Source: an optimization exercise on an open RTL-to-GDS flow (aim: a short achievable clock period and few clock cycles). Production flows keep margins and buffers that such runs may drop.
Function was checked by simulation only, so behaviour that the tests miss may differ from the original.
Power figures rest on the tool's default switching activity, not on a simulated workload.

## main
// rat_6_arch
module rat_6_arch(
    input [7:0]IN_PORT,
    input CLK,
    output IO_STRB,
    input RESET,
    output [7:0]PORT_ID,
    output [7:0]OUT_PORT,
    output [9:0]PROG_ADDR,
    input [17:0]PROG_IR
    );
    logic [9:0]       pc;         
    logic             dv;         
    logic [31:0][7:0] rf;         
    logic             C, Z;       
    logic       e_wr;             
    logic [4:0] e_rd;
    logic [7:0] e_an, e_bn;       
    logic [7:0] e_bsn;            
    logic       e_arith, e_sub, e_cin;    
    logic       e_and, e_or, e_xor, e_movb, e_in;
    logic       e_lsl, e_lsr, e_rol, e_ror, e_asr;
    logic       e_ldc, e_ldz, e_clc, e_sec;
    logic       w_wr;
    logic [4:0] w_rd;
    logic [7:0] w_q;
    logic       strb_q;
    logic [7:0] port_q, out_qn;
    assign PROG_ADDR = pc;
    assign IO_STRB   = strb_q;
    assign PORT_ID   = port_q;
    assign OUT_PORT  = ~out_qn;
    logic [7:0] w;                
    logic       co, x8o, zl;      
    rat_alu alu (
        .an(e_an), .bn(e_bn), .bsn(e_bsn), .C(C), .in_port(IN_PORT),
        .arith(e_arith), .sub(e_sub), .cin(e_cin),
        .f_and(e_and), .f_or(e_or), .f_xor(e_xor), .movb(e_movb), .f_in(e_in),
        .lsl(e_lsl), .lsr(e_lsr), .rol(e_rol), .ror(e_ror), .asr(e_asr),
        .w(w), .co(co), .x8o(x8o), .zl(zl));
    always_ff @(posedge CLK) begin
        w_wr <= e_wr;
        w_rd <= e_rd;
        w_q  <= w;
        for (int i = 0; i < 32; i++)
            if (w_wr && w_rd == i) rf[i] <= w_q;
    end
    logic [4:0] hi;
    logic [1:0] lo;
    logic [4:0] rx, ry;
    logic [7:0] imm;
    assign hi  = PROG_IR[17:13];
    assign lo  = PROG_IR[1:0];
    assign rx  = PROG_IR[12:8];
    assign ry  = PROG_IR[7:3];
    assign imm = PROG_IR[7:0];
    logic rr_lg, rr_ar, rr_cmp, rr_mov;
    logic im, im_lg, im_ar, im_cmp, im_mov, im_in, im_out;
    logic [2:0] f;                
    logic sh, sh_lsl, sh_lsr, sh_rol, sh_ror, sh_asr;
    logic op_clc, op_sec;
    logic alu2, is_cmp, is_mov, inv_b;
    always_comb begin
        im     = hi[4];
        rr_lg  = (hi == 5'b00000);
        rr_ar  = (hi == 5'b00001);
        rr_cmp = (hi == 5'b00010) & (lo == 2'b00);
        rr_mov = (hi == 5'b00010) & (lo == 2'b01);
        im_lg  = (hi[4:2] == 3'b100);
        im_ar  = (hi[4:2] == 3'b101);
        im_cmp = (hi == 5'b11000);
        im_in  = (hi == 5'b11001);
  ...
clock: 6.0 ns
lec_check: 0
abc_clock_period_in_ps: 1500
cap_margin: 20
core_margin: 2
core_utilization: 40
setup_slack_margin: 4
slew_margin: 20
synth_hierarchical: 1
synth_minimum_keep_size: 0
run.sh (not shown) runs the stock make flow with config.mk's settings and CLKGATE_MAP_FILE= SYNTH_SCRIPT=/design/flow/synth_recipe.tcl, a recipe that flattens the netlist after the stock synthesis.
No stage failed in main, and the final checks on the layout all came back clean.
Testbench counts of main, summed over its fixed seeds: cycles 11,492.
Inputs modified between main and the feature branch:
-- flow/design.v --
<<< main, line 87
        inv_b  = (alu2 & f[2] & f[1]) | is_cmp;    
    end
    logic [7:0] a_rf, b_rf, a_nxn, b_nxn, bs_nxn, o_nxn;
    logic       efx, efy;
    logic       wfx, wfy;
>>> the feature branch, line 87
        inv_b  = (alu2 & f[2] & f[1]) | is_cmp;    
    end
    logic [7:0] a_rf, b_rf, a_nxn, b_nxn, bs_nxn;
    logic       efx, efy;
    logic       wfx, wfy;
<<< main, line 96
                 .efx(efx), .efy(efy), .wfx(wfx), .wfy(wfy), .sox(sox), .soy(soy));
    rat_bypass bpa (.sel_w(efx), .w(w), .sel_i(1'b0), .i(8'h00), .sel_q(wfx), .wq(w_q), .sel_o(sox),
                    .r(a_rf), .inv(1'b0), .qn(a_nxn), .qn2(o_nxn), .qsn());
    rat_bypass bpb (.sel_w(efy), .w(w), .sel_i(im), .i(imm), .sel_q(wfy), .wq(w_q), .sel_o(soy),
                    .r(b_rf), .inv(inv_b), .qn(b_nxn), .qn2(), .qsn(bs_nxn));
    logic [9:0] pc_nx, pc_inc, seq;
    logic       dv_nx, c_nx, z_nx, cin_nx, take, hit, pr;
>>> the feature branch, line 96
                 .efx(efx), .efy(efy), .wfx(wfx), .wfy(wfy), .sox(sox), .soy(soy));
    rat_bypass bpa (.sel_w(efx), .w(w), .sel_i(1'b0), .i(8'h00), .sel_q(wfx), .wq(w_q), .sel_o(sox),
                    .r(a_rf), .inv(1'b0), .qn(a_nxn), .qsn());
    rat_bypass bpb (.sel_w(efy), .w(w), .sel_i(im), .i(imm), .sel_q(wfy), .wq(w_q), .sel_o(soy),
                    .r(b_rf), .inv(inv_b), .qn(b_nxn), .qsn(bs_nxn));
    logic [9:0] pc_nx, pc_inc, seq;
    logic       dv_nx, c_nx, z_nx, cin_nx, take, hit, pr;
<<< main, line 180
        strb_q <= ~RESET & dv & im_out;
        port_q <= imm;
        out_qn <= o_nxn;
    end
endmodule
>>> the feature branch, line 180
        strb_q <= ~RESET & dv & im_out;
        port_q <= imm;
        out_qn <= a_nxn;
    end
endmodule
<<< main, line 247
    input              inv,
    output [7:0]       qn,       
    output [7:0]       qn2,      
    output [7:0]       qsn       
    );
>>> the feature branch, line 247
    input              inv,
    output [7:0]       qn,       
    output [7:0]       qsn       
    );
<<< main, line 255
    rat_xor #(8) xr (.a(r), .b({8{inv}}), .y(rs));
    rat_mux2n m1 (.s(sel_o), .d1(o), .d0(r), .q(qn));
    rat_mux2n m3 (.s(sel_o), .d1(o), .d0(r), .q(qn2));
    rat_mux2n m2 (.s(sel_o), .d1(o_s), .d0(rs), .q(qsn));
endmodule
>>> the feature branch, line 254
    rat_xor #(8) xr (.a(r), .b({8{inv}}), .y(rs));
    rat_mux2n m1 (.s(sel_o), .d1(o), .d0(r), .q(qn));
    rat_mux2n m2 (.s(sel_o), .d1(o_s), .d0(rs), .q(qsn));
endmodule
<<< main, line 377
    logic [7:0] a, b, p, g, k, sum, zt, zt_b, wo;
    logic [8:0] cy;
    logic       xo;
    assign a = ~an;
    assign b = ~bn;
>>> the feature branch, line 375
    logic [7:0] a, b, p, g, k, sum, zt, zt_b, wo;
    logic [8:0] cy;
    logic       zo, xo;
    assign a = ~an;
    assign b = ~bn;
<<< main, line 390
                      .f_and(f_and), .f_or(f_or), .f_xor(f_xor), .movb(movb), .f_in(f_in),
                      .lsl(lsl), .lsr(lsr), .rol(rol), .ror(ror), .asr(asr),
                      .w(wo), .x8(xo));
    rat_wsel     wse (.arith(arith), .sum(sum), .wo(wo), .w(w));
    rat_zdet     zd  (.an(an), .p(p), .g(g), .k(k), .zt(zt), .C(C), .arith(arith), .sub(sub),
                      .f_and(f_and), .f_or(f_or), .f_xor(f_xor),
                      .lsl(lsl), .lsr(lsr), .rol(rol), .ror(ror), .asr(asr), .zl(zl));
    always_comb begin
        co = cy[8];
        x8o = xo;
    end
endmodule
>>> the feature branch, line 388
                      .f_and(f_and), .f_or(f_or), .f_xor(f_xor), .movb(movb), .f_in(f_in),
                      .lsl(lsl), .lsr(lsr), .rol(rol), .ror(ror), .asr(asr),
                      .w(wo), .x8(xo), .zx(zo));
    rat_wsel     wse (.arith(arith), .sum(sum), .wo(wo), .w(w));
    always_comb begin
        co = cy[8];
        za = arith & (&zt) & (sub ? k[7] : ~k[7]);
        x8o = xo;
        zl = za | zo;
    end
endmodule
<<< main, line 430
    input              lsl, lsr, rol, ror, asr,
    output logic [7:0] w,
    output logic       x8
    );
    always_comb begin
>>> the feature branch, line 427
    input              lsl, lsr, rol, ror, asr,
    output logic [7:0] w,
    output logic       x8,
    output logic       zx
    );
    always_comb begin
<<< main, line 446
           | ((lsr | ror | asr) & a[0])
           | (rol & a[7]);
    end
endmodule
module rat_zdet (
    input  [7:0] an, p, g, k, zt,
    input        C, arith, sub, f_and, f_or, f_xor, lsl, lsr, rol, ror, asr,
    output logic zl
    );
    always_comb begin
        zl = (arith & (&zt) & (sub ? k[7] : ~k[7]))
           | (f_and & (g == 8'h00))
           | (f_or  & (k == 8'h00))
           | (f_xor & (p == 8'h00))
           | ((lsl | lsr) & (an == 8'hff) & ~C)
           | ((rol | ror | asr) & (an == 8'hff));
    end
endmodule
>>> the feature branch, line 444
           | ((lsr | ror | asr) & a[0])
           | (rol & a[7]);
        zx = (f_and & (g == 8'h00))
           | (f_or  & (k == 8'h00))
           | (f_xor & (p == 8'h00))
           | ((lsl | lsr) & (a == 8'h00) & ~C)
           | ((rol | ror | asr) & (a == 8'h00));
    end
endmodule
--- outcome ---
Static power due to leakage of the feature branch exceeds that of main slightly.
Delta(post-place setup slack, the feature branch - main) > 0
Total routed wirelength delta (the feature branch − main): unfavourable
Design area across the feature branch and main: no real change.
When the feature branch is measured against main, its net switching fraction of the power turns out 0.15 points higher.
Going from main to the feature branch, power drawn by the combinational cells higher, power lower.
main → the feature branch: effective utilization at floorplan dropped 0.29 points, clock skew barely changed.
Max final period utilization across the feature branch and main: main
Cmp the feature branch vs main: combinational cell fraction of total power higher in the feature branch
Sort the feature branch and main by net switching component of the power desc -> top: main
Compared with main, placement density in the core of the feature branch is higher.
Testbench counts of the feature branch, summed over its fixed seeds: cycles 11,492.

-- afterwards: timing with drivers on the ports --
The results above use ideal ports. As a check the final layouts listed here were re-extracted and re-timed, cells and wires unchanged. Step 1 sets driving cells, clkbuf_16 on the clock port and buf_2 on the other inputs (assumed; they add their load-dependent delay and slew). Step 2 also shifts input and output timing later by t, the mid clock arrival at the registers, as if the neighbouring blocks saw the same clock. Three values: ideal ports, drivers, drivers and shift; two values: the first two.
| run | t, ns | setup slack, ns | worst data-port slew with drivers (ns) |
|---|---|---|---|
| main | 0.625 | 3.359 / 3.342 / 2.718 | 0.25 |
| the feature branch | 0.617 | 3.433 / 3.398 / 2.790 | 0.23 |
After both steps setup and hold are still met in every run listed. For the feature branch, which loses most, drivers alone change the setup slack by -0.035 ns; drivers and shift together by -0.643 ns.
